What follows belongs to an exercise in optimizing a design on an open flow for small area, a short achievable clock period and few clock cycles per item; a production flow would make more cautious choices. Where RTL was checked, it was by simulation tests only, not by an equivalence proof against the original. For run 1, only the layout was checked, not whether the RTL still works. No activity file was given, so power comes from the tool's default toggle rates.

**flow/design.v**
```verilog
module gost89_sbox #(parameter integer I = 0) (
  input      [3:0] in,
  output     [3:0] out
);
  localparam [511:0] SBOX = 512'h4a92d80e6b1c7f53eb4c6dfa23810759581da342efc7609b7da1089fe46cb2536c715fd84a9e03b24ba0721d36859cfedb413f590ae7682c1fd057a4923e6b8c;
  localparam [63:0]  ROW  = SBOX[511-64*I -: 64];
  assign out = ROW[63 - 4*in -: 4];
endmodule
module gost89_round(
  input  [31:0] key,
  input  [31:0] n1,
  input  [31:0] n2,
  output [31:0] out1,
  output [31:0] out2
);
  wire [31:0] sum = n1 + key;
  wire [31:0] s;
  genvar i;
  generate
    for (i = 0; i < 8; i = i + 1) begin : g_sb
      gost89_sbox #(.I(i)) sb(.in(sum[4*i +: 4]), .out(s[4*i +: 4]));
    end
  endgenerate
  assign out1 = {s[20:0], s[31:21]} ^ n2;
  assign out2 = n1;
endmodule
module gost89_ofb_encrypt(
  input              clk,
  input              reset,
  input              load_data,
  input              load_IV,
  input      [255:0] key,
  input      [63:0]  in,
  input      [63:0]  IV,
  output     [63:0]  out,
  output reg         busy
);
  reg  [31:0] a, b;      
  reg  [31:0] rk;        
  reg  [4:0]  cnt;       
  function [2:0] kidx(input [4:0] r);
    kidx = r[2:0] ^ {3{r[4] & r[3]}};
  endfunction
  function [31:0] ksel(input [255:0] k, input [2:0] i);
    ksel = k[255 - 32*i -: 32];
  endfunction
  wire [31:0] ra, rb;
  gost89_round rnd(.key(rk), .n1(a), .n2(b), .out1(ra), .out2(rb));
  wire [4:0] cnt_inc = cnt + 5'd1;
  wire        ld_iv = load_data & load_IV;
  wire [31:0] fm    = load_data ? 32'd0 : (ra ^ b);
  always @(posedge clk) begin
    if (load_data || busy) begin
      a <= ld_iv ? IV[63:32] : (b ^ fm);
      b <= ld_iv ? IV[31:0]  : a;
    end
    if (load_data)
      busy <= 1'b1;
    else if (reset || cnt == 5'd31)
      busy <= 1'b0;
    cnt <= load_data ? 5'd0 : cnt_inc;
    rk  <= load_data ? key[255:224] : ksel(key, kidx(cnt_inc));
  end
  assign out = {b, a} ^ in;
endmodule
```
**flow/flow/run.sh**
```bash
#!/bin/bash
# The standard ORFS layout (standard.sh) with two changes:
#  - the port buffers that buffer_ports puts on every input and output are the
#    smallest buffer (sky130_fd_sc_hd__buf_1) instead of ORFS's default choice;
#    the resizer may still upsize any of them where timing needs it;
#  - synthesis skips the extraction of full/half adder cells (extract_fa), so
#    ABC maps all of the combinational logic itself.
# Each tool's full output goes to standard.log (ORFS keeps per-step logs too).
export BUFFER_PORTS_ARGS="-buffer_cell sky130_fd_sc_hd__buf_1"
export ADDER_MAP_FILE=
bash standard.sh SETUP_SLACK_MARGIN=5.6 finish > standard.log 2>&1
```
**flow/standard.sh**
```bash
#!/bin/bash
# synth_recipe.tcl (not shown) runs the flow's synth.tcl, then flattens the netlist and writes it again
# the make line also repeats each setting of config.mk as NAME=value (left out here)
make -C /OpenROAD-flow-scripts/flow DESIGN_CONFIG=/design/flow/config.mk WORK_HOME=/design/flow/orfs CLKGATE_MAP_FILE= SYNTH_SCRIPT=/design/flow/synth_recipe.tcl "${@:-finish}"
```
**flow/config.mk**
```make
export PLATFORM = sky130hd
export DESIGN_NAME = gost89_ofb_encrypt
export DESIGN_NICKNAME = gost89_ofb_encrypt
export VERILOG_FILES = /design/flow/design.v
export SDC_FILE = /design/flow/constraint.sdc
export NUM_CORES = 4
export LEC_CHECK = 0
export CAP_MARGIN = 20
export CORE_MARGIN = 2
export CORE_UTILIZATION = 50
export SETUP_SLACK_MARGIN = 5
export SLEW_MARGIN = 20
```
**flow/constraint.sdc**
```tcl
create_clock -name core_clock -period 10.0 [get_ports {clk}]
set_input_delay 2.0000 -clock core_clock [delete_from_list [all_inputs] [get_ports {clk}]]
set_output_delay 2.0000 -clock core_clock [all_outputs]
set_load 0.01 [all_outputs]
```
==> flow_metrics.py, run 1 <==
metrics = {
    "logic_synthesis": {
        "synth_warnings": 1,
        "synthFlopType": "edfxtp_1",
        "synthTopCellsByArea": "edfxtp_1 (20%), nand2_1 (11%), xor2_1 (9.3%)",
        "synthCells": 1291,
        "synth_most_common_cell": "nand2_1",
        "ys_seq_area_frac": 0.277,
        "syn_nets": 1679,
        "syn_area_um2": 9700,
        "synth.avg_cell_area_um2": 7.51,
        "async_flop_share": 0,
        "synth_edf_count": 64,
        "ys_seq_elements": 102,
        "yosys-top-cells-count": "nand2_1 (274), o21ai_0 (112), xor2_1 (103)",
        "synth_cell_type_count": 76,
        "synth.largest_area_cell": "edfxtp_1",
        "synth_top_cell_area_share": 0.198,
    },
    "timing": {
        "relSlewSlack": 0.311,
        "finalSetupViolCount": 0,
        "rsz0062_at_grt": "yes",
        "fin_crit_ns": 4.46,
        "fmax_mhz": 224,
        "final-hold-violation-count": 0,
        "slew_viol_final": 0,
        "fin_setup_tns_ns": 0,
        "final.setup_skew_ns": 0.00870,
        "period_share": 0.446,
        "tightest_slew_ns": 1.03,
    },
    "clock_tree": {
        "cts-htree-levels": 3,
        "clk_pin_slew_ns": 0.07,
        "numCtsBuffers": 9,
        "cts-root-buf": "clkbuf_16",
        "clk_path_buf_depth": 2,
        "clk_latency_ns": 0.37,
        "post_cts_buffers": 0,
        "cts_tree": "done",
        "clock_sinks": 102,
    },
    "route": {
        "wl_per_cell_um": 18.5,
        "num_vias": 10800,
        "wl_um": 35700,
        "vias_per_cell": 5.62,
        "drc": 0,
        "drt_iter0_drc": 763,
        "first_pass_iters": 6,
        "antenna_left": 0,
    },
    "worst_setup_path": {
        "worstSetupEndpoint": "out[13]",
        "reg2reg_depth": 11,
        "crit_path_start_kind": "input pin",
        "crit_type": "input pin to primary output",
        "crit_required_ns": 8.00,
        "reg2reg_to": "a[2]",
        "critPathCaptureType": "primary output",
        "startpoint": "in[13]",
        "cp.arrival_ns": 2.46,
        "ff2ff_setup_slack_ns": 5.79,
        "r2r_start": "a[13]",
        "crit_fanout": 1,
    },
    "pwr": {
        "seqPwrFrac": 0.242,
        "p_int_mw": 1.92,
        "ir_drop_uv": 152,
        "p_clk_frac": 0.102,
        "power.density_nw_per_um2": 320,
        "power_frac_comb": 0.656,
        "power_switching_mw": 1.93,
        "p_leak_nw": 4.61,
        "swShare": 0.502,
    },
    "min_path": {
        "hp-class": "register to register",
        "min_from": "busy",
    },
    "placed_design": {
        "gp_congestion": 0.927,
        "hpwl_um": 28200,
        "io_buffers": 452,
    },
    "layout": {
        "nets": 2047,
        "fin_util": 0.637,
        "area_growth_pct": 24.0,
        "drive_above_1_share": 0.0871,
    },
    "grt": {
        "grt_pass1_vias": 9564,
        "grt_util_all_layers": 0.331,
        "overflow": 0,
        "grt_pass1_wl_um": 52300,
        "use_met3": 0.0427,
        "grt_max_degree": 99,
        "grt_use_met1": 0.454,
        "top_usage_layer": "met2",
        "antenna_found_initial": 3,
        "use_met2": 0.548,
    },
    "floorplanning": {
        "std_cell_rows": 50,
        "io_pins": 453,
        "dieArea_um2": 20500,
        "die_y_um": 143,
        "start_util": 0.514,
        "die_w_um": 143,
        "core_area_um2": 18900,
    },
    "flow_run": {
        "drv_cap": 0,
    },
    "status": {
        "outcome": "timing/DRC/antenna clean",
    },
}
flip-flops by register name, indices dropped and copies added (netlist names):
name  count
a        32
b        32
busy      1
cnt       5
rk       32
per-stage QoR:
| step | std cells | power, mW | hold slack (ns) | worst slack (ns) | cell area, µm² |
|---|---|---|---|---|---|
| 6_report | 1926 | 3.85 | 0.493 | 5.54 | 12000 |
| 3_5_place_dp | 1907 | 3.34 | 0.489 | 5.28 | 11400 |
| 5_1_grt | 1926 | 4.14 | 0.514 | 5.51 | 12000 |
| 2_1_floorplan | 1291 | 2.71 | 0.453 | 5.78 | 9700 |
| 4_1_cts | 1923 | 3.77 | 0.497 | 5.54 | 11800 |
| 3_3_place_gp | 1907 | 3.31 | 0.489 | 5.29 | 11400 |
cell usage in the layout, fill, tap and decap left out, drive strengths merged, types with 4 or more instances in the layout:
master and count:
nand3 24, maj3 20, a22oi 4, xor2 104, and3 4, nand2 274
a31oi 20, o21ai 117, or2 10, a221o 4, a21oi 81, edfxtp 64
clkbuf 28, nor2 79, o221ai 4, or3 4, xnor2 51, nor3 14
a22o 5, clkinvlp 4, o31ai 6, and2 44, a311oi 36, nand2b 7
buf 441, dfxtp 38, nor2b 7, a211oi 42, o22ai 4, o211ai 9
a21o 6, mux2i 38, inv 14, o21a 10
worst min-delay path by stage:
stage,end,slack (ns),depth (start not counted)
after floorplan,cnt[0],0.45,1
after global placement,busy,0.49,2
after detailed placement,busy,0.49,2
after CTS,busy,0.50,2
after global routing,busy,0.51,2
final,busy,0.49,2
layer usage:
metal  vias to the layer above  part of all wire
met5                         -           0.00031
met4                         2             0.021
met3                        46             0.075
met2                       505              0.47
met1                      4959              0.43
li1                       5311                 -
cells by family after synthesis:
group / count (synthesis) / share of synthesized area
simple gates: 480 / 0.216
compound gates: 376 / 0.251
xor+xnor: 155 / 0.145
buf+inv: 117 / 0.0476
flops: 102 / 0.277
mux: 41 / 0.0427
fa+ha+maj: 20 / 0.0213
critical path, stage by stage:
cell and delay (ns):
buf_8 0.10, xor2_2 0.19, buf_2 0.17
what timing repair did:
action | CTS | global route
resized for setup | 39 | 94
hold buffers | 0 | 0
setup endpoints to repair | 13 | 71
area by class of cell:
cell class,instances,area [µm²]
well taps,260,325
repair buffers,460,1970
clock inverters,7,96.3
fillers,1830,6860
flip-flops and latches,102,2680
diodes,2,5.00
clock buffers,9,225
inverters,14,56.3
multi-input cells,1072,6670
power groups by stage:
| stage | registers (mW) | clock network [mW] | logic (mW) |
|---|---|---|---|
| finish | 0.931 | 0.391 | 2.53 |
| global route | 0.952 | 0.406 | 2.78 |
| global placement | 0.929 | 0 | 2.38 |
| detailed placement | 0.929 | 0 | 2.42 |
| floorplan | 0.723 | 0 | 1.99 |
| CTS | 0.924 | 0.389 | 2.45 |
==> run 2: changes to the inputs <==
--- a/flow/design.v
+++ b/flow/design.v
@@ -50,4 +50,12 @@
   wire        ld_iv = load_data & load_IV;
   wire [31:0] fm    = load_data ? 32'd0 : (ra ^ b);
+  wire [2:0] ki = load_data ? 3'd0 : kidx(cnt_inc);
+  reg  [31:0] kmux;
+  integer i;
+  always @* begin
+    kmux = 32'd0;
+    for (i = 0; i < 8; i = i + 1)
+      kmux = kmux | (ksel(key, i) & {32{ki == i}});
+  end
   always @(posedge clk) begin
     if (load_data || busy) begin
@@ -60,5 +68,5 @@
       busy <= 1'b0;
     cnt <= load_data ? 5'd0 : cnt_inc;
-    rk  <= load_data ? key[255:224] : ksel(key, kidx(cnt_inc));
+    rk  <= kmux;
   end
   assign out = {b, a} ^ in;
--- a/flow/flow/run.sh
+++ b/flow/flow/run.sh
@@ -9,3 +9,3 @@
 export BUFFER_PORTS_ARGS="-buffer_cell sky130_fd_sc_hd__buf_1"
 export ADDER_MAP_FILE=
-bash standard.sh SETUP_SLACK_MARGIN=5.6 finish > standard.log 2>&1
+bash standard.sh SETUP_SLACK_MARGIN=5.7 finish > standard.log 2>&1
--- a/flow/config.mk
+++ b/flow/config.mk
@@ -8,5 +8,6 @@
 export CAP_MARGIN = 20
 export CORE_MARGIN = 2
-export CORE_UTILIZATION = 50
+export CORE_UTILIZATION = 60
+export CTS_BUF_LIST = sky130_fd_sc_hd__clkbuf_8
 export SETUP_SLACK_MARGIN = 5
 export SLEW_MARGIN = 20
==> flow_metrics.py, run 2 <==
metrics = {
    "logic_synthesis": {
        "synthFlopType": "edfxtp_1",
        "synth.avg_cell_area_um2": 8.12,
        "synth_warnings": 1,
        "syn_area_um2": 8840,
        "synth_edf_count": 64,
        "synth_top_cell_area_share": 0.217,
        "synth.largest_area_cell": "edfxtp_1",
        "yosys-top-cells-count": "nand2_1 (154), xor2_1 (98), clkbuf_1 (79)",
        "ys_seq_area_frac": 0.303,
        "synth_cell_type_count": 66,
        "synthTopCellsByArea": "edfxtp_1 (22%), xor2_1 (9.7%), dfxtp_1 (8.6%)",
        "syn_nets": 1477,
        "ys_seq_elements": 102,
        "synth_most_common_cell": "nand2_1",
        "async_flop_share": 0,
        "synthCells": 1089,
    },
    "floorplanning": {
        "die_y_um": 125,
        "die_w_um": 125,
        "start_util": 0.611,
        "std_cell_rows": 44,
    },
    "status": {
        "error": "[ERROR PPL-0024] Number of IO pins (453) exceeds maximum number of available positions (444). Increase the die perimeter from 501.62um to 616.08um.",
        "outcome": "aborted with a tool error",
        "stop_stage": "I/O pin placement",
    },
}
run 2: cell types whose count changed after synthesis, sizes merged, moves of 28 or more:
cell,delta
nand2,-120
o21ai,-50
a221oi,+34
a22oi,+34
a311oi,-34
and2,-32
a211oi,-30
a22o,+28
run 2: cell families after synthesis:
group / after synthesis / synth area share
and+or+nand+nor: 346 / 0.175
AOI/OAI and AO/OA: 345 / 0.280
xor gates and xnor gates: 151 / 0.152
buffers and inverters: 108 / 0.0471
DFF: 102 / 0.303
muxes: 19 / 0.0225
adders and majority gates: 18 / 0.0211
Testbench counts of run 2, summed over its fixed seeds: cycles 33,792, items 1,024.
==> run 3: changes to the inputs <==
--- a/flow/config.mk
+++ b/flow/config.mk
@@ -8,5 +8,5 @@
 export CAP_MARGIN = 20
 export CORE_MARGIN = 2
-export CORE_UTILIZATION = 60
+export CORE_UTILIZATION = 50
 export CTS_BUF_LIST = sky130_fd_sc_hd__clkbuf_8
 export SETUP_SLACK_MARGIN = 5
==> flow_metrics.py, run 3 <==
metrics = {
    "layout": {
        "area_growth_pct": 27.7,
        "fill_cells": 1583,
        "layout_common_cells": "buf_1 (371), nand2_1 (154), xor2_1 (91), nor2_1 (74), edfxtp_1 (64)",
        "layout_commonest_cell": "buf_1",
        "fin_util": 0.653,
        "nets": 1877,
        "reg.largest.list": "a (32), b (32), rk (32)",
        "drive_above_1_share": 0.116,
    },
    "timing": {
        "final-hold-violation-count": 0,
        "fin_crit_ns": 4.47,
        "period_share": 0.447,
        "tightest_slew_ns": 1.07,
        "relSlewSlack": 0.289,
        "finalSetupViolCount": 0,
        "fin_setup_tns_ns": 0,
        "slew_viol_final": 0,
        "rsz0062_at_grt": "yes",
        "final.setup_skew_ns": 0.0225,
        "fmax_mhz": 224,
    },
    "logic_synthesis": {
        "synth-adder-area-share": 0.0211,
        "synth_cell_type_count": 66,
        "synth_top_family_by_area": "compound AO/OA/AOI/OAI gates",
        "synth.avg_cell_area_um2": 8.12,
        "synthTopCellsByArea": "edfxtp_1 (22%), xor2_1 (9.7%), dfxtp_1 (8.6%)",
        "synth.largest_area_cell": "edfxtp_1",
        "synth-compound-area-share": 0.280,
        "synth_most_common_cell": "nand2_1",
        "synth_xor_area_frac": 0.152,
        "async_flop_share": 0,
        "synthCells": 1089,
        "yosys.area_share.simple": 0.175,
        "synthFlopType": "edfxtp_1",
        "ys_seq_area_frac": 0.303,
        "syn_nets": 1477,
        "yosys-top-cells-count": "nand2_1 (154), xor2_1 (98), clkbuf_1 (79)",
        "synth_warnings": 1,
        "syn_area_um2": 8840,
        "ys_seq_elements": 102,
        "synthMuxAreaShare": 0.0225,
        "synth_edf_count": 64,
        "synth_top_cell_area_share": 0.217,
    },
    "worst_setup_path": {
        "crit_required_ns": 8.00,
        "crit_type": "input pin to primary output",
        "cp.arrival_ns": 2.47,
        "crit_path_start_kind": "input pin",
        "critPathCaptureType": "primary output",
        "crit_fanout": 1,
    },
    "route": {
        "wl_um": 40500,
        "drc": 0,
        "vias_per_cell": 6.05,
        "wl_per_cell_um": 23.2,
        "num_vias": 10500,
        "first_pass_iters": 8,
        "drt_iter0_drc": 1304,
        "antenna_left": 0,
    },
    "pwr": {
        "power_switching_mw": 1.92,
        "p_leak_nw": 4.35,
        "power_frac_comb": 0.681,
        "p_clk_frac": 0.072,
        "swShare": 0.509,
        "p_int_mw": 1.86,
        "ir_drop_uv": 162,
        "seqPwrFrac": 0.246,
        "power.density_nw_per_um2": 335,
    },
    "floorplanning": {
        "io_pins": 453,
        "std_cell_rows": 48,
        "start_util": 0.511,
        "core_area_um2": 17300,
        "die_y_um": 137,
        "die_w_um": 137,
        "dieArea_um2": 18800,
    },
    "clock_tree": {
        "clock_sinks": 102,
        "numCtsBuffers": 9,
        "cts-htree-levels": 3,
        "clk_latency_ns": 0.40,
        "cts-root-buf": "clkbuf_8",
        "cts_tree": "done",
        "clk_path_buf_depth": 2,
        "hold_buffers": 0,
        "clk_pin_slew_ns": 0.09,
    },
    "grt": {
        "antenna_found_initial": 25,
        "grt_util_all_layers": 0.412,
        "grt_pass1_wl_um": 56200,
        "grt_max_degree": 65,
        "overflow": 0,
        "grt_pass1_vias": 9350,
    },
    "status": {
        "outcome": "timing/DRC/antenna clean",
    },
    "placed_design": {
        "gp_congestion": 1.01,
        "hpwl_um": 32400,
        "io_buffers": 452,
    },
    "min_path": {
        "hp-class": "register to register",
    },
    "flow_run": {
        "drv_cap": 0,
    },
}
run 3: cell counts after synthesis:
No cell type changed its count.
run 3: final timing paths:
| path | depth (start not counted) | to | start | slack, ns |
|---|---|---|---|---|
| max | 3 | out[25] | in[25] | 5.53 |
| min | 2 | cnt[3] | cnt[3] | 0.59 |
| max reg2reg | 14 | a[8] | a[4] | 5.79 |
| min reg2reg | 2 | cnt[3] | cnt[3] | 0.59 |
run 3: what timing repair did:
action,4_1_cts,5_1_grt
pin swaps,6,0
resized for setup,74,47
cloned,0,0
setup buffers,0,12
setup endpoints to repair,67,75
run 3: cell type report:
type / instances / area, µm² / area share
inverter: 20 / 75.1 / 0.00665
multi-input combinational: 879 / 5900 / 0.523
timing repair buffer: 477 / 2100 / 0.186
clock buffer: 9 / 124 / 0.0110
tap: 225 / 282 / 0.0249
clock inverter: 7 / 65.1 / 0.00576
antenna: 25 / 62.6 / 0.00554
sequential: 102 / 2680 / 0.238
run 3: through the flow:
step	instances	cell area [µm²]	power, mW	worst slack [ns]	hold WS [ns]
after floorplan	1089	8840	2.66	5.78	0.514
after detailed placement	1691	10600	3.31	5.45	0.559
after CTS	1707	11000	3.63	5.55	0.580
final	1744	11300	3.78	5.53	0.590
after global placement	1691	10600	3.26	5.46	0.546
after global routing	1741	11300	4.05	5.51	0.630
run 3: routing by layer:
metal | vias to the layer above | GRT usage | part of all wire
met5 | - | 0 | 0
li1 | 4840 | - | -
met1 | 4894 | 0.525 | 0.38
met4 | 0 | 0.313 | 0.070
met2 | 703 | 0.622 | 0.45
met3 | 111 | 0.0711 | 0.093
run 3: critical path, stage by stage:
cell and delay, ns:
buf_1 0.09, xor2_1 0.21, buf_2 0.17
run 3: power by group through the flow:
stage | Clock [mW] | Combinational, mW | Sequential, mW
after global placement | 0 | 2.32 | 0.943
after floorplan | 0 | 1.94 | 0.722
after detailed placement | 0 | 2.37 | 0.943
after global routing | 0.284 | 2.82 | 0.948
final | 0.274 | 2.58 | 0.932
after CTS | 0.270 | 2.43 | 0.935
run 3: cells by family (layout without fill, tap and decap cells):
group | Yosys count | in the layout
and+or+nand+nor | 346 | 346
other | 0 | 25
DFF | 102 | 102
AOI/OAI and AO/OA | 345 | 345
adders and majority gates | 18 | 18
buffers and inverters | 108 | 513
xor gates and xnor gates | 151 | 151
muxes | 19 | 19
==> run 4: changes to the inputs <==
--- a/flow/flow/run.sh
+++ b/flow/flow/run.sh
@@ -9,3 +9,3 @@
 export BUFFER_PORTS_ARGS="-buffer_cell sky130_fd_sc_hd__buf_1"
 export ADDER_MAP_FILE=
-bash standard.sh SETUP_SLACK_MARGIN=5.7 finish > standard.log 2>&1
+bash standard.sh SETUP_SLACK_MARGIN=5.6 finish > standard.log 2>&1
--- a/flow/config.mk
+++ b/flow/config.mk
@@ -9,5 +9,4 @@
 export CORE_MARGIN = 2
 export CORE_UTILIZATION = 50
-export CTS_BUF_LIST = sky130_fd_sc_hd__clkbuf_8
 export SETUP_SLACK_MARGIN = 5
 export SLEW_MARGIN = 20
==> flow_metrics.py, run 4 <==
metrics = {
    "status": {
        "outcome": "timing/DRC/antenna clean",
    },
    "route": {
        "num_vias": 10500,
        "wl_per_cell_um": 23.2,
        "vias_per_cell": 6.06,
        "drt_iter0_drc": 1334,
        "first_pass_iters": 7,
        "wl_um": 40400,
        "antenna_left": 0,
        "drc": 0,
    },
    "clock_tree": {
        "hold_buffers": 0,
        "clock_sinks": 102,
        "cts-root-buf": "clkbuf_16",
        "clk_latency_ns": 0.37,
        "cts-htree-levels": 3,
        "clk_path_buf_depth": 2,
        "numCtsBuffers": 9,
        "clk_pin_slew_ns": 0.06,
        "cts_tree": "done",
    },
    "layout": {
        "area_growth_pct": 28.4,
        "drive_above_1_share": 0.113,
        "layout_commonest_cell": "buf_1",
        "final_cell_count_no_fill": 1741,
        "reg.largest.list": "a (32), b (32), rk (32)",
        "nets": 1874,
        "layout_common_cells": "buf_1 (371), nand2_1 (154), xor2_1 (92), nor2_1 (74), edfxtp_1 (64)",
    },
    "grt": {
        "grt_max_degree": 65,
        "grt_pass1_vias": 9348,
        "overflow": 0,
        "grt_pass1_wl_um": 56400,
        "antenna_found_initial": 24,
        "grt_util_all_layers": 0.414,
    },
    "worst_setup_path": {
        "crit_chain": "buf_1, xor2_1, buf_2",
        "crit_path_start_kind": "input pin",
        "cp_top_family": "buffers and inverters",
        "crit_fanout": 1,
        "crit_required_ns": 8.00,
        "ff2ff_setup_slack_ns": 5.80,
        "crit_type": "input pin to primary output",
        "max_stage_delay_ns": 0.20,
        "r2r_start": "a[4]",
        "reg2reg_depth": 14,
        "cp.arrival_ns": 2.46,
        "crit_buf_inv": 2,
        "critPathCaptureType": "primary output",
        "reg2reg_to": "a[31]",
        "crit_slowest_cell": "xor2_1",
    },
    "timing": {
        "fin_crit_ns": 4.46,
        "finalSetupViolCount": 0,
        "fmax_mhz": 224,
        "tightest_slew_ns": 1.07,
        "final.setup_skew_ns": 0.0131,
        "slew_viol_final": 0,
        "fin_setup_tns_ns": 0,
        "period_share": 0.446,
        "final-hold-violation-count": 0,
        "holdWs_ns": 0.585,
        "relSlewSlack": 0.284,
        "rsz0062_at_grt": "yes",
        "layout_setup_ws_ns": 5.54,
    },
    "logic_synthesis": {
        "synthFlopType": "edfxtp_1",
        "synth.avg_cell_area_um2": 8.12,
        "syn_nets": 1477,
        "async_flop_share": 0,
        "synth_most_common_cell": "nand2_1",
        "synth_warnings": 1,
        "yosys-top-cells-count": "nand2_1 (154), xor2_1 (98), clkbuf_1 (79)",
        "synth_cell_type_count": 66,
        "syn_area_um2": 8840,
        "synth_edf_count": 64,
        "ys_seq_elements": 102,
        "synth_top_cell_area_share": 0.217,
        "synth.largest_area_cell": "edfxtp_1",
        "ys_seq_area_frac": 0.303,
        "synthTopCellsByArea": "edfxtp_1 (22%), xor2_1 (9.7%), dfxtp_1 (8.6%)",
        "synthCells": 1089,
    },
    "floorplanning": {
        "std_cell_rows": 48,
        "start_util": 0.511,
        "die_y_um": 137,
        "die_w_um": 137,
        "dieArea_um2": 18800,
        "core_area_um2": 17300,
        "io_pins": 453,
    },
    "pwr": {
        "p_total_mw": 3.86,
        "ir_drop_uv": 163,
        "power.density_nw_per_um2": 340,
        "p_leak_nw": 4.38,
    },
    "min_path": {
        "hold-path-endpoint": "cnt[4]",
        "whs_path_depth": 3,
        "min_from": "cnt[4]",
        "hp-class": "register to register",
    },
    "placed_design": {
        "hpwl_um": 32400,
        "gp_congestion": 1.01,
        "io_buffers": 452,
        "pre_cts_ws_ns": 5.45,
        "placed_cells": 1691,
    },
    "flow_run": {
        "drv_cap": 0,
    },
}
[run 4: cell count changes in the layout (fill, tap and decap cells not counted)]
cell       change
xor2_1         +1
a31oi_2        -1
xnor2_1        +1
buf_2         -12
buf_4          -3
clkbuf_16      +9
xor2_2         -1
clkbuf_2      +12
clkbuf_8       -9
xnor2_2        -1
a31oi_1        +1
[run 4: tightest hold or removal path, delay by kind of cell, from the launching register on]
family,cells,cell delay [ns]
flip-flops,1,0.32
XOR/XNOR,1,0.08
buffers and inverters,1,0.09
AND/OR/NAND/NOR,1,0.07
[run 4: logic make-up (layout without fill, tap and decap cells)]
logic type,count (synthesis),after routing,share of synthesized area
AO/OA/AOI/OAI,345,345,0.280
AND/OR/NAND/NOR,346,346,0.175
other,0,25,0
adder cells (fa/ha/maj),18,18,0.0211
multiplexers,19,19,0.0225
XOR/XNOR,151,151,0.152
flip-flops,102,102,0.303
buffers and inverters,108,510,0.0471
[run 4: power by group]
group	switching (mW)	internal (mW)
registers	0.283	0.648
logic	1.48	1.08
clock network	0.171	0.192
total	1.93	1.92
[run 4: area by class of cell]
class,instances,area [µm²]
well taps,225,282
diodes,25,62.6
multi-input cells,879,5880
fillers,1565,5940
repair buffers,474,2080
inverters,20,75.1
flip-flops and latches,102,2680
clock inverters,7,65.1
clock buffers,9,225
[run 4: stage by stage]
step	instance area (µm²)	utilization
floorplan	8840	-
global placement	10600	0.613
detailed placement	10600	0.613
CTS	11000	0.636
global route	11300	0.656
finish	11400	0.656
[run 4: what timing repair did]
item / in CTS / in global routing
endpoints found under the setup margin: 24 / 70
buffers inserted: 0 / 9
pin swaps: 1 / 0
gates resized for setup: 37 / 104
[run 4: how the worst max path moves through the flow]
stage / cells past startpoint / slack (ns) / endpoint / startpoint
6_report: 3 / 5.54 / out[58] / in[58]
5_1_grt: 3 / 5.51 / out[26] / in[26]
4_1_cts: 3 / 5.55 / out[58] / in[58]
3_5_place_dp: 3 / 5.45 / out[0] / in[0]
3_3_place_gp: 3 / 5.46 / out[32] / in[32]
2_1_floorplan: 1 / 5.78 / out[0] / in[0]
[run 4: routing by layer]
metal / track usage / vias to the layer above / part of all wire
met3: 0.0696 / 121 / 0.10
met4: 0.304 / 2 / 0.071
met1: 0.527 / 4859 / 0.38
met2: 0.630 / 724 / 0.45
li1: - / 4838 / -
met5: 0 / - / 0.00027
==> run 5: changes to the inputs <==
==> flow/flow/run.sh (replaced) <==
#!/bin/bash
# The standard ORFS layout (standard.sh) with three changes:
#  - the port buffers that buffer_ports puts on every input and output are the
#    smallest buffer (sky130_fd_sc_hd__buf_1) instead of ORFS's default choice;
#    the resizer may still upsize any of them where timing needs it;
#  - synthesis skips the extraction of full/half adder cells (extract_fa), so
#    ABC maps all of the combinational logic itself, and ABC uses the mapping
#    script flow/abc_speed.script (a copy of ORFS's scripts folder with only
#    that file replaced);
#  - the resizer aims at a setup slack of 5.6 ns.
# standard.sh's output (every tool's) goes to standard.log; ORFS keeps per-step logs too.
set -e
rm -rf orfs_scripts
cp -r "$FLOW_HOME/scripts" orfs_scripts
cp flow/abc_speed.script orfs_scripts/abc_speed.script
export SCRIPTS_DIR="$PWD/orfs_scripts"
export BUFFER_PORTS_ARGS="-buffer_cell sky130_fd_sc_hd__buf_1"
export ADDER_MAP_FILE=
bash standard.sh SETUP_SLACK_MARGIN=5.6 finish > standard.log 2>&1
==> flow/flow/abc_speed.script (new file) <==
strash
dch -f
amap
topo
stime -c
buffer -c
upsize -c
dnsize -c
==> flow_metrics.py, run 5 <==
metrics = {
    "min_path": {
        "hp-class": "register to register",
    },
    "worst_setup_path": {
        "critPathCaptureType": "primary output",
        "ff2ff_setup_slack_ns": 5.79,
        "crit_required_ns": 8.00,
        "crit_path_start_kind": "input pin",
        "crit_type": "input pin to primary output",
        "cp.arrival_ns": 2.51,
        "crit_fanout": 2,
    },
    "placed_design": {
        "pre_cts_ws_ns": 4.57,
        "hpwl_um": 33400,
        "io_buffers": 452,
        "gp_congestion": 1.07,
    },
    "floorplanning": {
        "io_pins": 453,
        "die_y_um": 133,
        "dieArea_um2": 17600,
        "core_area_um2": 16000,
        "start_util": 0.516,
        "die_w_um": 133,
        "std_cell_rows": 46,
    },
    "clock_tree": {
        "cts-root-buf": "clkbuf_16",
        "clock_sinks": 102,
        "numCtsBuffers": 9,
        "clk_latency_ns": 0.37,
        "cts-htree-levels": 3,
        "hold_buffers": 0,
        "clk_pin_slew_ns": 0.07,
        "clk_path_buf_depth": 2,
        "cts_tree": "done",
    },
    "pwr": {
        "power.density_nw_per_um2": 315,
        "ir_drop_uv": 161,
        "p_leak_nw": 4.26,
    },
    "logic_synthesis": {
        "synth_cell_type_count": 57,
        "synthTopCellsByArea": "edfxtp_1 (23%), dfxtp_1 (9.2%), nor2_1 (8.1%)",
        "synth_most_common_cell": "nor2_1",
        "synth_top_cell_area_share": 0.233,
        "synth.avg_cell_area_um2": 7.56,
        "synthFlopType": "edfxtp_1",
        "ys_seq_area_frac": 0.325,
        "synth-compound-area-share": 0.388,
        "async_flop_share": 0,
        "synth_xor_area_frac": 0.0106,
        "synth_top_family_by_area": "compound AO/OA/AOI/OAI gates",
        "synth_edf_count": 64,
        "synth_warnings": 1,
        "synthMuxAreaShare": 0,
        "syn_area_um2": 8260,
        "ys_seq_elements": 102,
        "syn_nets": 1480,
        "synth.largest_area_cell": "edfxtp_1",
        "synth-adder-area-share": 0,
        "yosys.area_share.simple": 0.223,
        "synthCells": 1092,
        "yosys-top-cells-count": "nor2_1 (179), nand2_1 (121), a21oi_1 (104)",
    },
    "grt": {
        "grt_max_degree": 73,
        "antenna_found_initial": 17,
        "grt_pass1_vias": 10000,
        "grt_util_all_layers": 0.448,
        "grt_pass1_wl_um": 59400,
        "overflow": 0,
    },
    "status": {
        "outcome": "timing/DRC/antenna clean",
    },
    "route": {
        "drt_iter0_drc": 1830,
        "wl_um": 43400,
        "num_vias": 11700,
        "wl_per_cell_um": 24.5,
        "drc": 0,
        "vias_per_cell": 6.61,
        "antenna_left": 0,
        "first_pass_iters": 12,
    },
    "timing": {
        "tightest_slew_ns": 1.03,
        "layout_setup_ws_ns": 5.49,
        "period_share": 0.451,
        "finalSetupViolCount": 0,
        "rsz0062_at_grt": "yes",
        "fin_setup_tns_ns": 0,
        "fin_crit_ns": 4.51,
        "final-hold-violation-count": 0,
        "fmax_mhz": 222,
        "relSlewSlack": 0.316,
        "slew_viol_final": 0,
        "final.setup_skew_ns": 0.0180,
    },
    "flow_run": {
        "drv_cap": 0,
    },
    "layout": {
        "nets": 1930,
        "layout_common_cells": "buf_1 (336), nor2_1 (139), nand2_1 (119), a21oi_1 (74)",
        "reg.largest.list": "a (32), b (32), rk (32)",
        "layout_commonest_cell": "buf_1",
        "drive_above_1_share": 0.197,
        "area_growth_pct": 41.1,
    },
}
==> run 5: cell count changes after synthesis, moves of 28 or more <==
cell / delta
a21oi_1: +45
nand4_1: +28
a222oi_1: +45
a22o_1: -33
xnor2_1: -42
o22a_1: +51
xor2_1: -98
nor2_1: +104
inv_1: +48
nand2_1: -33
clkbuf_1: -38
a221oi_1: -32
==> run 5: worst max-delay path, stage by stage <==
cell and delay, ns:
clkbuf_2 0.11, nor2_1 0.06, a21oi_1 0.18, buf_2 0.16
==> run 5: cell type report <==
cell class / count / area, µm²
Antenna cell: 7 / 17.5
Clock buffer: 9 / 225
Clock inverter: 7 / 58.8
Fill cell: 1253 / 4350
Inverter: 76 / 285
Multi-Input combinational cell: 872 / 5660
Sequential cell: 102 / 2680
Tap cell: 216 / 270
Timing Repair Buffer: 481 / 2450
==> run 5: kinds of logic after synthesis <==
logic type                Yosys count
and+or+nand+nor                   418
buffers and inverters             118
DFF                               102
AOI/OAI and AO/OA                 444
xor gates and xnor gates           10
==> run 5: layer usage <==
| metal | global-route usage | share of wire | vias to the layer above | wire length [µm] |
|---|---|---|---|---|
| li1 | - | - | 5143 | - |
| met5 | 0 | 0.0024 | - | 106 |
| met4 | 0.172 | 0.051 | 16 | 2220 |
| met1 | 0.580 | 0.35 | 5284 | 15200 |
| met3 | 0.182 | 0.16 | 209 | 7150 |
| met2 | 0.667 | 0.43 | 1039 | 18700 |
==> run 5: repair_timing <==
| action | CTS | global route |
|---|---|---|
| buffers inserted | 6 | 11 |
| resized for setup | 126 | 199 |
| endpoints found under the setup margin | 94 | 89 |
| pin swaps | 30 | 19 |
==> run 5: where the power goes <==
group          leakage (nW)  switching, mW  total [mW]  internal (mW)
clock                 0.139          0.182       0.355          0.173
combinational          3.15           1.49        2.43          0.934
sequential            0.963          0.247       0.892          0.645
total                  4.26           1.92        3.67           1.75
==> run 5: worst paths after layout <==
path	startpoint	end	depth (start not counted)
max	in[35]	out[35]	4
min	cnt[0]	cnt[0]	1
max reg2reg	a[3]	a[31]	15
min reg2reg	cnt[0]	cnt[0]	1
==> run 5: through the flow <==
stage                     utilization  cell area [µm²]  hold WS [ns]  cells  power (mW)
after global placement          0.638            10200         0.460   1730        2.95
after floorplan                     -             8260         0.419   1092        2.40
final                           0.728            11700         0.482   1770        3.67
after global routing            0.727            11600         0.513   1764        3.90
after CTS                       0.680            10900         0.474   1752        3.42
after detailed placement        0.638            10200         0.455   1730        3.00
==> run 6: changes to the inputs <==
==> flow/flow/abc_speed.script (replaced) <==
strash
dch -f
amap
==> flow_metrics.py, run 6 <==
metrics = {
    "status": {
        "outcome": "timing/DRC/antenna clean",
    },
    "grt": {
        "grt_pass1_wl_um": 56200,
        "grt_util_all_layers": 0.450,
        "overflow": 0,
        "grt_pass1_vias": 10000,
        "antenna_found_initial": 12,
        "grt_max_degree": 74,
    },
    "timing": {
        "relSlewSlack": 0.317,
        "final-hold-violation-count": 0,
        "final.setup_skew_ns": 0.0195,
        "fin_crit_ns": 4.55,
        "fmax_mhz": 220,
        "fin_setup_tns_ns": 0,
        "finalSetupViolCount": 0,
        "tightest_slew_ns": 1.01,
        "slew_viol_final": 0,
        "rsz0062_at_grt": "yes",
        "period_share": 0.455,
    },
    "worst_setup_path": {
        "worstSetupEndpoint": "out[55]",
        "startpoint": "in[55]",
        "r2r_start": "a[1]",
        "reg2reg_depth": 22,
        "ff2ff_setup_slack_ns": 5.47,
        "crit_type": "input pin to primary output",
        "cp.arrival_ns": 2.55,
        "reg2reg_to": "a[29]",
        "crit_fanout": 2,
        "crit_required_ns": 8.00,
        "critPathCaptureType": "primary output",
        "crit_path_start_kind": "input pin",
    },
    "logic_synthesis": {
        "synth_cell_type_count": 40,
        "synth.largest_area_cell": "edfxtp_1",
        "synthTopCellsByArea": "edfxtp_1 (24%), dfxtp_1 (9.6%), nor2_1 (8.8%)",
        "synth_most_common_cell": "nor2_1",
        "syn_area_um2": 7920,
        "synthCells": 1050,
        "ys_seq_elements": 102,
        "syn_nets": 1438,
        "synth_warnings": 1,
        "ys_seq_area_frac": 0.339,
        "synthFlopType": "edfxtp_1",
        "synth_edf_count": 64,
        "async_flop_share": 0,
        "synth.avg_cell_area_um2": 7.54,
        "synth_top_cell_area_share": 0.243,
        "yosys-top-cells-count": "nor2_1 (185), nand2_1 (123), a21oi_1 (107)",
    },
    "pwr": {
        "p_leak_nw": 4.04,
        "power.density_nw_per_um2": 326,
        "ir_drop_uv": 151,
    },
    "placed_design": {
        "gp_congestion": 1.01,
        "hpwl_um": 31600,
        "io_buffers": 452,
    },
    "route": {
        "drc": 0,
        "antenna_left": 0,
        "wl_per_cell_um": 24.4,
        "first_pass_iters": 13,
        "num_vias": 11900,
        "drt_iter0_drc": 2121,
        "vias_per_cell": 6.73,
        "wl_um": 43300,
    },
    "clock_tree": {
        "clk_path_buf_depth": 2,
        "cts_tree": "done",
        "numCtsBuffers": 9,
        "clk_pin_slew_ns": 0.06,
        "clk_latency_ns": 0.38,
        "cts-root-buf": "clkbuf_16",
        "clock_sinks": 102,
        "cts-htree-levels": 3,
        "hold_buffers": 0,
    },
    "layout": {
        "area_growth_pct": 47.7,
        "reg.largest.list": "a (32), b (32), rk (32)",
        "fin_util": 0.763,
        "layout_common_cells": "buf_1 (341), nor2_1 (145), nand2_1 (120), a21oi_1 (74)",
        "nets": 1939,
        "layout_commonest_cell": "buf_1",
        "drive_above_1_share": 0.185,
    },
    "floorplanning": {
        "core_area_um2": 15300,
        "io_pins": 453,
        "start_util": 0.517,
        "die_y_um": 130,
        "std_cell_rows": 45,
        "die_w_um": 130,
        "dieArea_um2": 16900,
    },
    "min_path": {
        "hp-class": "register to register",
    },
    "flow_run": {
        "drv_cap": 0,
    },
}
run 6: cell types whose count changed after synthesis, moves of 10 or more:
cell      change
clkbuf_1     -41
inv_1        -68
o21ai_0      +36
or2_2        -10
or2_0        +11
clkinv_1     +76
o21ai_1      -28
run 6: power breakdown:
group          internal, mW  switching (mW)
sequential            0.645           0.253
clock                 0.202           0.175
combinational         0.950            1.59
run 6: critical path: stages:
cell	delay (ns)
buf_1	0.13
nor2_1	0.08
a21oi_1	0.17
buf_2	0.17
run 6: worst min path at each step:
| stage | cells after the start | slack (ns) | end | from |
|---|---|---|---|---|
| after floorplan | 1 | 0.42 | cnt[0] | cnt[0] |
| after global placement | 1 | 0.44 | cnt[0] | cnt[0] |
| after detailed placement | 1 | 0.44 | cnt[0] | cnt[0] |
| after CTS | 1 | 0.46 | cnt[0] | cnt[0] |
| after global routing | 2 | 0.50 | cnt[4] | cnt[4] |
| final | 1 | 0.46 | cnt[0] | cnt[0] |
run 6: timing repair:
action                                  4_1_cts  5_1_grt
endpoints found under the setup margin       76      142
pin swaps                                    23       33
gates resized for setup                     148      221
setup buffers                                 5       21
run 6: final cells by class:
class / instances / area, µm²
timing repair buffer: 490 / 2530
tap: 211 / 264
clock buffer: 11 / 243
antenna: 8 / 20.0
fill: 1155 / 3630
sequential: 102 / 2680
inverter: 76 / 292
clock inverter: 5 / 58.8
multi-input combinational: 872 / 5600
run 6: layer usage:
metal / GRT usage / part of all wire
met1: 0.594 / 0.35
met2: 0.695 / 0.45
met3: 0.138 / 0.15
met4: 0.175 / 0.049
met5: 0 / 0.0020
run 6: through the flow:
stage / hold slack [ns] / power, mW / worst slack [ns] / cells / instance area [µm²]
final: 0.460 / 3.81 / 5.45 / 1775 / 11700
after global routing: 0.497 / 4.04 / 5.23 / 1769 / 11700
after CTS: 0.458 / 3.38 / 5.49 / 1746 / 10800
after detailed placement: 0.440 / 2.89 / 4.87 / 1725 / 10100
after global placement: 0.436 / 2.83 / 5.07 / 1725 / 10100
after floorplan: 0.419 / 2.29 / 5.68 / 1050 / 8010
run 6: cells by family (layout without fill, tap and decap cells):
family | after synthesis | count (layout) | share of synthesized area
AO/OA/AOI/OAI | 444 | 444 | 0.389
buffers and inverters | 76 | 582 | 0.0360
XOR/XNOR | 10 | 10 | 0.0111
AND/OR/NAND/NOR | 418 | 418 | 0.225
other | 0 | 8 | 0
flip-flops | 102 | 102 | 0.339
==> run 7: changes to the inputs <==
==> flow/flow/run.sh (replaced) <==
#!/bin/bash
# The standard ORFS layout (standard.sh) with these changes:
#  - the port buffers that buffer_ports puts on every input and output are the
#    smallest buffer (sky130_fd_sc_hd__buf_1) instead of ORFS's default choice;
#    the resizer may still upsize any of them where timing needs it;
#  - synthesis skips the extraction of full/half adder cells (extract_fa), so
#    ABC maps all of the combinational logic itself;
#  - the pin placer keeps each in[i] next to out[i] (out = KS ^ in is a
#    combinational port-to-port path);
#  - the resizer aims at a setup slack of 5.8 ns.
# standard.sh's output (every tool's) goes to standard.log; ORFS keeps per-step logs too.
args=""
for i in $(seq 0 63); do args="$args -group_pins {in[$i] out[$i]}"; done
export PLACE_PINS_ARGS="$args"
export BUFFER_PORTS_ARGS="-buffer_cell sky130_fd_sc_hd__buf_1"
export ADDER_MAP_FILE=
bash standard.sh SETUP_SLACK_MARGIN=5.8 finish > standard.log 2>&1
removed: flow/flow/abc_speed.script
==> flow_metrics.py, run 7 <==
metrics = {
    "timing": {
        "layout_setup_ws_ns": 5.57,
        "period_share": 0.443,
        "relSlewSlack": 0.274,
        "slew_viol_final": 0,
        "tightest_slew_ns": 1.08,
        "final.setup_skew_ns": 0.0144,
        "fin_crit_ns": 4.43,
        "rsz0062_at_grt": "yes",
        "final-hold-violation-count": 0,
        "fmax_mhz": 226,
        "finalSetupViolCount": 0,
        "fin_setup_tns_ns": 0,
    },
    "floorplanning": {
        "io_pins": 453,
        "std_cell_rows": 48,
        "die_w_um": 137,
        "start_util": 0.511,
        "core_area_um2": 17300,
        "die_y_um": 137,
        "dieArea_um2": 18800,
    },
    "clock_tree": {
        "numCtsBuffers": 9,
        "clk_latency_ns": 0.36,
        "cts-root-buf": "clkbuf_16",
        "cts_tree": "done",
        "clk_pin_slew_ns": 0.07,
        "clock_sinks": 102,
        "hold_buffers": 0,
        "cts-htree-levels": 3,
        "clk_path_buf_depth": 2,
    },
    "grt": {
        "overflow": 0,
        "grt_pass1_wl_um": 60100,
        "grt_util_all_layers": 0.448,
        "grt_pass1_vias": 9676,
        "antenna_found_initial": 40,
        "grt_max_degree": 65,
    },
    "route": {
        "drt_iter0_drc": 1272,
        "drc": 0,
        "num_vias": 10900,
        "wl_per_cell_um": 25.0,
        "wl_um": 44300,
        "first_pass_iters": 8,
        "antenna_left": 0,
        "vias_per_cell": 6.15,
    },
    "layout": {
        "reg.largest.list": "a (32), b (32), rk (32)",
        "layout_common_cells": "buf_1 (323), nand2_1 (153), nor2_1 (74), xor2_2 (68)",
        "drive_above_1_share": 0.202,
        "regArea_um2": 2680,
        "fill_cells": 1442,
        "multi_input_area_um2": 6420,
        "layout_commonest_cell": "buf_1",
        "area_growth_pct": 39.8,
        "nets": 1887,
    },
    "logic_synthesis": {
        "synthFlopType": "edfxtp_1",
        "ys_seq_area_frac": 0.303,
        "yosys-top-cells-count": "nand2_1 (154), xor2_1 (98), clkbuf_1 (79)",
        "synth_top_cell_area_share": 0.217,
        "synthCells": 1089,
        "synth.avg_cell_area_um2": 8.12,
        "syn_area_um2": 8840,
        "synth_warnings": 1,
        "synthTopCellsByArea": "edfxtp_1 (22%), xor2_1 (9.7%), dfxtp_1 (8.6%)",
        "synth_edf_count": 64,
        "async_flop_share": 0,
        "synth.largest_area_cell": "edfxtp_1",
        "ys_seq_elements": 102,
        "synth_cell_type_count": 66,
        "synth_most_common_cell": "nand2_1",
        "syn_nets": 1477,
    },
    "worst_setup_path": {
        "crit_type": "input pin to primary output",
        "crit_required_ns": 8.00,
        "ff2ff_setup_slack_ns": 5.84,
        "critPathCaptureType": "primary output",
        "crit_buf_inv": 2,
        "crit_fanout": 1,
        "cp_top_family": "buffers and inverters",
        "crit_path_start_kind": "input pin",
        "max_stage_delay_ns": 0.17,
        "cp.arrival_ns": 2.43,
        "crit_slowest_cell": "xor2_2",
        "crit_chain": "buf_8, xor2_2, buf_2",
    },
    "placed_design": {
        "io_buffers": 452,
        "gp_congestion": 0.985,
        "pre_cts_ws_ns": 5.17,
        "hpwl_um": 34800,
    },
    "flow_run": {
        "drv_cap": 0,
    },
    "min_path": {
        "hp-class": "register to register",
    },
    "status": {
        "outcome": "timing/DRC/antenna clean",
    },
    "pwr": {
        "p_leak_nw": 4.78,
        "power.density_nw_per_um2": 327,
        "ir_drop_uv": 206,
    },
}
[run 7: cells by family after synthesis]
| logic type | synth area share |
|---|---|
| buffers and inverters | 0.0471 |
| xor gates and xnor gates | 0.152 |
| and+or+nand+nor | 0.175 |
| adders and majority gates | 0.0211 |
| AOI/OAI and AO/OA | 0.280 |
| DFF | 0.303 |
| muxes | 0.0225 |
[run 7: per-stage QoR]
stage                     hold WS [ns]  total power [mW]  std cells  area, µm²  utilization
after global placement           0.545              3.30       1689      11100        0.641
final                            0.579              4.04       1769      12400        0.715
after CTS                        0.573              3.81       1711      12000        0.693
after global routing             0.602              4.29       1757      12300        0.713
after detailed placement         0.551              3.35       1689      11100        0.641
after floorplan                  0.514              2.73       1089       9320            -
[run 7: report_power, final]
| group | internal (mW) | switching [mW] | leakage [nW] | total (mW) |
|---|---|---|---|---|
| Clock | 0.171 | 0.176 | 0.137 | 0.347 |
| Combinational | 1.21 | 1.52 | 3.65 | 2.73 |
| Sequential | 0.649 | 0.314 | 0.989 | 0.963 |
[run 7: metal layers]
layer  vias up  share of wire  global-route usage
met3       162           0.12               0.112
met2       847           0.47               0.688
met5         -        0.00063                   0
li1       4832              -                   -
met4         6          0.073               0.361
met1      5026           0.34               0.530
[run 7: final timing paths]
kind               start  cells past startpoint  endpoint
setup / recovery   in[8]                      3    out[8]
hold / removal    cnt[3]                      2    cnt[3]
setup reg to reg   a[12]                     13     a[28]
hold reg to reg   cnt[3]                      2    cnt[3]
[run 7: final cells by class]
class,instances,share of cell area
Timing Repair Buffer,487,0.205
Sequential cell,102,0.217
Clock buffer,10,0.0185
Clock inverter,6,0.00364
Antenna cell,40,0.00810
Multi-Input combinational cell,879,0.519
Tap cell,225,0.0228
Inverter,20,0.00607
[run 7: what timing repair did]
action | 4_1_cts | 5_1_grt
endpoints found under the setup margin | 76 | 81
pin swaps | 49 | 8
buffers inserted | 6 | 18
gates resized for setup | 197 | 24
[run 7: worst min-delay path, delay by kind of cell (launching register included)]
kind | cells | cell delay [ns]
xor gates and xnor gates | 1 | 0.09
DFF | 1 | 0.39
and+or+nand+nor | 1 | 0.07
==> run 8: changes to the inputs <==
--- a/flow/flow/run.sh
+++ b/flow/flow/run.sh
@@ -8,5 +8,5 @@
 #  - the pin placer keeps each in[i] next to out[i] (out = KS ^ in is a
 #    combinational port-to-port path);
-#  - the resizer aims at a setup slack of 5.8 ns.
+#  - the resizer aims at a setup slack of 5.4 ns.
 # standard.sh's output (every tool's) goes to standard.log; ORFS keeps per-step logs too.
 args=""
@@ -15,3 +15,3 @@
 export BUFFER_PORTS_ARGS="-buffer_cell sky130_fd_sc_hd__buf_1"
 export ADDER_MAP_FILE=
-bash standard.sh SETUP_SLACK_MARGIN=5.8 finish > standard.log 2>&1
+bash standard.sh SETUP_SLACK_MARGIN=5.4 finish > standard.log 2>&1
--- a/flow/config.mk
+++ b/flow/config.mk
@@ -9,4 +9,5 @@
 export CORE_MARGIN = 2
 export CORE_UTILIZATION = 50
+export PLACE_DENSITY = 0.85
 export SETUP_SLACK_MARGIN = 5
 export SLEW_MARGIN = 20
==> flow_metrics.py, run 8 <==
metrics = {
    "logic_synthesis": {
        "synthTopCellsByArea": "edfxtp_1 (22%), xor2_1 (9.7%), dfxtp_1 (8.6%)",
        "synth_xor_area_frac": 0.152,
        "yosys-top-cells-count": "nand2_1 (154), xor2_1 (98), clkbuf_1 (79)",
        "synth_top_family_by_area": "compound AO/OA/AOI/OAI gates",
        "synth_warnings": 1,
        "synth.avg_cell_area_um2": 8.12,
        "synth.largest_area_cell": "edfxtp_1",
        "synth_cell_type_count": 66,
        "synthCells": 1089,
        "async_flop_share": 0,
        "synth_edf_count": 64,
        "synth_top_cell_area_share": 0.217,
        "syn_nets": 1477,
        "syn_area_um2": 8840,
        "synthFlopType": "edfxtp_1",
        "ys_seq_area_frac": 0.303,
        "synthMuxAreaShare": 0.0225,
        "synth_most_common_cell": "nand2_1",
        "synth-compound-area-share": 0.280,
        "ys_seq_elements": 102,
        "yosys.area_share.simple": 0.175,
        "synth-adder-area-share": 0.0211,
    },
    "timing": {
        "final.setup_skew_ns": 0.0110,
        "final-hold-violation-count": 0,
        "fmax_mhz": 225,
        "slew_viol_final": 0,
        "period_share": 0.444,
        "finalSetupViolCount": 0,
        "tightest_slew_ns": 1.03,
        "fin_crit_ns": 4.44,
        "fin_setup_tns_ns": 0,
        "rsz0062_at_grt": "no",
        "relSlewSlack": 0.312,
    },
    "clock_tree": {
        "clk_path_buf_depth": 2,
        "clk_pin_slew_ns": 0.07,
        "cts_tree": "done",
        "cts_resized": 0,
        "hold_buffers": 0,
        "clock_sinks": 102,
        "clk_latency_ns": 0.37,
        "cts-root-buf": "clkbuf_16",
        "numCtsBuffers": 9,
        "post_cts_buffers": 0,
        "cts-htree-levels": 3,
    },
    "route": {
        "num_vias": 10600,
        "first_pass_iters": 7,
        "drc": 0,
        "antenna_left": 0,
        "drt_iter0_drc": 1264,
        "wl_per_cell_um": 21.8,
        "vias_per_cell": 6.16,
        "wl_um": 37400,
    },
    "worst_setup_path": {
        "critPathCaptureType": "primary output",
        "cp.arrival_ns": 2.44,
        "reg2reg_to": "a[8]",
        "crit_type": "input pin to primary output",
        "cp.depth": 3,
        "cp_top_family": "buffers and inverters",
        "cpMostUsedCell": "buf_1",
        "ff2ff_setup_slack_ns": 5.58,
        "crit_required_ns": 8.00,
        "reg2reg_depth": 13,
        "crit_chain": "buf_1, xor2_1, buf_1",
        "max_stage_delay_ns": 0.17,
        "crit_slowest_cell": "xor2_1",
        "crit_path_start_kind": "input pin",
        "crit_fanout": 1,
        "crit_buf_inv": 2,
        "r2r_start": "a[6]",
    },
    "grt": {
        "grt_util_all_layers": 0.382,
        "grt_max_degree": 62,
        "grt_pass1_wl_um": 53200,
        "overflow": 0,
        "antenna_found_initial": 8,
        "grt_pass1_vias": 9258,
    },
    "placed_design": {
        "placed_cells": 1687,
        "post_dp_cell_area_um2": 10600,
        "io_buffers": 452,
        "hpwl_um": 30300,
        "gp_congestion": 1.05,
    },
    "flow_run": {
        "drv_cap": 0,
    },
    "pwr": {
        "p_total_mw": 3.70,
        "p_clk_frac": 0.093,
        "ir_drop_uv": 159,
        "power_switching_mw": 1.87,
        "seqPwrFrac": 0.254,
        "swShare": 0.506,
        "power_frac_comb": 0.653,
        "power.density_nw_per_um2": 340,
        "p_int_mw": 1.83,
        "p_leak_nw": 4.04,
    },
    "floorplanning": {
        "start_util": 0.511,
        "dieArea_um2": 18800,
        "die_y_um": 137,
        "die_w_um": 137,
        "std_cell_rows": 48,
        "core_area_um2": 17300,
        "io_pins": 453,
    },
    "layout": {
        "area_growth_pct": 23.3,
        "layout_common_cells": "buf_1 (451), nand2_1 (153), xor2_1 (98), nor2_1 (74), edfxtp_1 (64)",
        "multi_input_area_um2": 5790,
        "fill_cells": 1582,
        "layout_commonest_cell": "buf_1",
        "fin_util": 0.630,
        "drive_above_1_share": 0.0460,
        "regArea_um2": 2680,
        "final_cell_area_um2": 10900,
        "final_cell_count_no_fill": 1712,
        "nets": 1861,
        "reg.largest.list": "a (32), b (32), rk (32)",
    },
    "min_path": {
        "hold-path-endpoint": "cnt[3]",
        "min_from": "cnt[3]",
        "hp-class": "register to register",
        "whs_path_depth": 2,
    },
    "status": {
        "outcome": "timing/DRC/antenna clean",
    },
}
-- run 8: cell types whose count changed in the layout (fill, tap and decap cells not counted), sizes merged --
cell	delta
diode	-31
buf	-25
inv	-1
-- run 8: worst register-to-register path: stages (launching register included) --
cell and delay, ns:
edfxtp_1 0.59, a221oi_1 0.33, a211oi_1 0.09, maj3_1 0.35
a221o_1 0.37, nand4_1 0.18, nand3b_1 0.16, a221o_1 0.43
o2111ai_1 0.16, a31oi_1 0.21, or2_2 0.39, a211oi_1 0.52
mux2_2 0.41, nor2_1 0.10
-- run 8: cell type report --
| type | instances | area share |
|---|---|---|
| multi-input combinational | 879 | 0.531 |
| timing repair buffer | 461 | 0.162 |
| clock inverter | 5 | 0.00298 |
| inverter | 20 | 0.00688 |
| tap | 225 | 0.0258 |
| clock buffer | 11 | 0.0232 |
| sequential | 102 | 0.246 |
| antenna | 9 | 0.00207 |
-- run 8: through the flow --
step           hold slack (ns)  setup WS, ns
6_report                 0.590          5.56
3_5_place_dp             0.565          5.35
5_1_grt                  0.613          5.40
4_1_cts                  0.583          5.56
3_3_place_gp             0.539          5.35
2_1_floorplan            0.514          5.78
-- run 8: power by group through the flow --
stage | clock [mW] | combinational [mW] | sequential (mW)
2_1_floorplan | 0 | 1.94 | 0.722
3_3_place_gp | 0 | 2.26 | 0.934
3_5_place_dp | 0 | 2.35 | 0.937
4_1_cts | 0.343 | 2.37 | 0.930
5_1_grt | 0.360 | 2.66 | 0.957
6_report | 0.345 | 2.42 | 0.939
-- run 8: worst max path at each step --
stage / start / to / slack (ns)
2_1_floorplan: in[0] / out[0] / 5.78
3_3_place_gp: load_data / rk[14] / 5.35
3_5_place_dp: load_data / rk[14] / 5.35
4_1_cts: in[34] / out[34] / 5.56
5_1_grt: a[17] / a[8] / 5.40
6_report: in[11] / out[11] / 5.56
-- run 8: routing by layer --
layer / GRT usage / vias to the layer above / wire [µm]
li1: - / 4803 / -
met1: 0.512 / 4899 / 14400
met2: 0.590 / 740 / 16900
met3: 0.0996 / 105 / 4770
met4: 0.148 / 6 / 1320
met5: 0 / - / 39
-- run 8: cells by family after synthesis --
kind of cell	count (synthesis)
AOI/OAI and AO/OA	345
xor gates and xnor gates	151
adders and majority gates	18
buffers and inverters	108
DFF	102
muxes	19
and+or+nand+nor	346
==> run 9: changes to the inputs <==
--- a/flow/flow/run.sh
+++ b/flow/flow/run.sh
@@ -8,5 +8,5 @@
 #  - the pin placer keeps each in[i] next to out[i] (out = KS ^ in is a
 #    combinational port-to-port path);
-#  - the resizer aims at a setup slack of 5.4 ns.
+#  - the resizer aims at a setup slack of 5.6 ns.
 # standard.sh's output (every tool's) goes to standard.log; ORFS keeps per-step logs too.
 args=""
@@ -15,3 +15,3 @@
 export BUFFER_PORTS_ARGS="-buffer_cell sky130_fd_sc_hd__buf_1"
 export ADDER_MAP_FILE=
-bash standard.sh SETUP_SLACK_MARGIN=5.4 finish > standard.log 2>&1
+bash standard.sh SETUP_SLACK_MARGIN=5.6 finish > standard.log 2>&1
--- a/flow/config.mk
+++ b/flow/config.mk
@@ -9,5 +9,4 @@
 export CORE_MARGIN = 2
 export CORE_UTILIZATION = 50
-export PLACE_DENSITY = 0.85
 export SETUP_SLACK_MARGIN = 5
 export SLEW_MARGIN = 20
==> flow_metrics.py, run 9 <==
metrics = {
    "status": {
        "outcome": "timing/DRC/antenna clean",
    },
    "layout": {
        "reg.largest.list": "a (32), b (32), rk (32)",
        "layout_common_cells": "buf_1 (376), nand2_1 (153), xor2_1 (96), nor2_1 (74), edfxtp_1 (64)",
        "nets": 1861,
        "layout_commonest_cell": "buf_1",
        "area_growth_pct": 26.2,
        "drive_above_1_share": 0.0968,
        "final_cell_count_no_fill": 1736,
        "final_cell_area_um2": 11200,
    },
    "worst_setup_path": {
        "crit_required_ns": 8.00,
        "cp.arrival_ns": 2.43,
        "reg2reg_to": "a[10]",
        "crit_chain": "buf_1, xor2_1, clkbuf_2",
        "cp_top_family": "buffers and inverters",
        "ff2ff_setup_slack_ns": 5.78,
        "r2r_start": "a[2]",
        "crit_path_start_kind": "input pin",
        "crit_type": "input pin to primary output",
        "crit_slowest_cell": "xor2_1",
        "crit_fanout": 1,
        "max_stage_delay_ns": 0.17,
        "crit_buf_inv": 2,
        "reg2reg_depth": 13,
        "critPathCaptureType": "primary output",
    },
    "placed_design": {
        "hpwl_um": 32900,
        "post_dp_cell_area_um2": 10600,
        "gp_congestion": 0.969,
        "io_buffers": 452,
        "placed_cells": 1687,
        "pre_cts_ws_ns": 5.45,
    },
    "logic_synthesis": {
        "ys_seq_area_frac": 0.303,
        "synth_warnings": 1,
        "syn_nets": 1477,
        "synth_edf_count": 64,
        "synthCells": 1089,
        "synth.largest_area_cell": "edfxtp_1",
        "ys_seq_elements": 102,
        "synth_top_cell_area_share": 0.217,
        "async_flop_share": 0,
        "synth.avg_cell_area_um2": 8.12,
        "synth_most_common_cell": "nand2_1",
        "yosys-top-cells-count": "nand2_1 (154), xor2_1 (98), clkbuf_1 (79)",
        "synth_cell_type_count": 66,
        "synthFlopType": "edfxtp_1",
        "syn_area_um2": 8840,
        "synthTopCellsByArea": "edfxtp_1 (22%), xor2_1 (9.7%), dfxtp_1 (8.6%)",
    },
    "pwr": {
        "p_int_mw": 1.88,
        "power.density_nw_per_um2": 335,
        "power_frac_comb": 0.651,
        "p_clk_frac": 0.095,
        "seqPwrFrac": 0.254,
        "ir_drop_uv": 166,
        "swShare": 0.497,
        "power_switching_mw": 1.86,
        "p_leak_nw": 4.28,
    },
    "min_path": {
        "hp-class": "register to register",
        "hold-path-endpoint": "cnt[3]",
        "min_from": "cnt[3]",
        "whs_path_depth": 2,
    },
    "timing": {
        "fin_setup_tns_ns": 0,
        "final.setup_skew_ns": 0.0117,
        "layout_setup_ws_ns": 5.57,
        "tightest_slew_ns": 1.06,
        "slew_viol_final": 0,
        "final-hold-violation-count": 0,
        "relSlewSlack": 0.287,
        "holdWs_ns": 0.578,
        "fin_crit_ns": 4.43,
        "period_share": 0.443,
        "fmax_mhz": 225,
        "rsz0062_at_grt": "yes",
        "finalSetupViolCount": 0,
    },
    "floorplanning": {
        "start_util": 0.511,
        "io_pins": 453,
        "core_area_um2": 17300,
        "std_cell_rows": 48,
        "dieArea_um2": 18800,
        "die_w_um": 137,
        "die_y_um": 137,
    },
    "grt": {
        "overflow": 0,
        "grt_pass1_vias": 9261,
        "antenna_found_initial": 30,
        "grt_util_all_layers": 0.419,
        "grt_max_degree": 65,
        "grt_pass1_wl_um": 56600,
    },
    "clock_tree": {
        "cts_tree": "done",
        "cts-root-buf": "clkbuf_16",
        "clk_pin_slew_ns": 0.06,
        "cts-htree-levels": 3,
        "clock_sinks": 102,
        "clk_latency_ns": 0.37,
        "clk_path_buf_depth": 2,
        "hold_buffers": 0,
        "numCtsBuffers": 9,
        "post_cts_buffers": 0,
    },
    "route": {
        "vias_per_cell": 6.04,
        "drc": 0,
        "wl_per_cell_um": 23.5,
        "wl_um": 40700,
        "num_vias": 10500,
        "antenna_left": 0,
        "drt_iter0_drc": 1065,
        "first_pass_iters": 7,
    },
    "flow_run": {
        "drv_cap": 0,
    },
}
## run 9: changes by cell type in the layout (fill, tap and decap cells not counted), moves of 2 or more
cell / delta
buf_1: -75
buf_2: +43
diode_2: +24
clkbuf_2: +21
buf_6: +12
clkbuf_1: +2
clkbuf_8: -2
clkinv_1: +2
clkinv_2: -2
xor2_1: -2
xor2_2: +2
## run 9: layout make-up
type / instances / area, µm²
Sequential cell: 102 / 2680
Fill cell: 1616 / 6130
Tap cell: 225 / 282
Clock inverter: 5 / 50.0
Timing Repair Buffer: 461 / 1930
Multi-Input combinational cell: 879 / 5830
Inverter: 20 / 75.1
Clock buffer: 11 / 233
Antenna cell: 33 / 82.6
## run 9: power groups by stage
| stage | clock, mW | sequential (mW) | combinational [mW] |
|---|---|---|---|
| after floorplan | 0 | 0.722 | 1.94 |
| after global placement | 0 | 0.943 | 2.28 |
| after detailed placement | 0 | 0.943 | 2.32 |
| after CTS | 0.355 | 0.937 | 2.35 |
| after global routing | 0.369 | 0.964 | 2.68 |
| final | 0.357 | 0.947 | 2.43 |
## run 9: cell families (layout without fill, tap and decap cells)
kind of cell    count (synthesis)  after routing  share of synthesized area
xor+xnor                      151            151                      0.152
other cells                     0             33                          0
buf+inv                       108            497                     0.0471
flops                         102            102                      0.303
simple gates                  346            346                      0.175
fa+ha+maj                      18             18                     0.0211
mux                            19             19                     0.0225
compound gates                345            345                      0.280
## run 9: timing repair
action                                  CTS  global route
endpoints found under the setup margin    6            68
resized for setup                         6           123
pin swaps                                 0             0
hold endpoints to repair                  0             0
cloned                                    0             0
## run 9: worst max path at each step
stage | from | slack, ns | depth (start not counted) | endpoint
after floorplan | in[0] | 5.78 | 1 | out[0]
after detailed placement | load_data | 5.45 | 10 | rk[14]
after global placement | load_data | 5.50 | 9 | rk[16]
after global routing | a[17] | 5.49 | 13 | a[9]
after CTS | in[27] | 5.60 | 3 | out[27]
final | in[26] | 5.57 | 3 | out[26]
## run 9: through the flow
step	power, mW	util
5_1_grt	4.01	0.644
3_5_place_dp	3.27	0.613
6_report	3.74	0.645
3_3_place_gp	3.22	0.613
4_1_cts	3.64	0.630
2_1_floorplan	2.66	-
## run 9: worst min-delay path: cells and delay by family (launching register included)
kind,cells,cell delay [ns]
AND/OR/NAND/NOR,1,0.07
XOR/XNOR,1,0.09
flip-flops,1,0.39
## run 9: metal layers
| layer | track usage | vias to the layer above | share of wire |
|---|---|---|---|
| li1 | - | 4835 | - |
| met5 | 0 | - | 0.00029 |
| met3 | 0.130 | 105 | 0.094 |
| met1 | 0.479 | 4917 | 0.37 |
| met2 | 0.655 | 630 | 0.48 |
| met4 | 0.313 | 2 | 0.059 |

[afterwards: timing with drivers on the ports]
The results above use ideal ports. As a check the final layouts listed here were re-extracted and re-timed, cells and wires unchanged. Step 1: set_driving_cell puts a clkbuf_16 on clk and a buf_2 on each other input, an assumption about the parent block. Step 2 times the ports against the registers' clock, not the clock port: input delays grow and output delays shrink by t, the midpoint of the rising clock arrivals with the driver on. Slacks: no drivers / after step 1 / after step 2; pairs: no drivers / after step 1.
| run | t, ns | setup slack, ns | latest minus earliest clock arrival (ns) | worst slew at a driven data input, ns |
|---|---|---|---|---|
| run 1 | 0.403 | 5.536 / 5.483 / 5.388 | 0.008 / 0.009 | 0.12 |
| run 3 | 0.432 | 5.531 / 5.507 / 5.486 | 0.023 / 0.023 | 0.19 |
| run 4 | 0.404 | 5.543 / 5.469 / 5.467 | 0.014 / 0.013 | 0.17 |
| run 5 | 0.413 | 5.487 / 5.464 / 5.403 | 0.019 / 0.019 | 0.19 |
| run 6 | 0.414 | 5.452 / 5.416 / 5.416 | 0.020 / 0.020 | 0.19 |
| run 7 | 0.403 | 5.574 / 5.524 / 5.408 | 0.015 / 0.014 | 0.22 |
| run 8 | 0.407 | 5.563 / 5.533 / 5.212 | 0.011 / 0.011 | 0.19 |
| run 9 | 0.414 | 5.565 / 5.538 / 5.519 | 0.012 / 0.011 | 0.21 |
After both steps setup and hold are still met in every run listed. The setup slack of run 8, which loses most, moves by -0.030 ns with the drivers and by -0.351 ns with both steps.
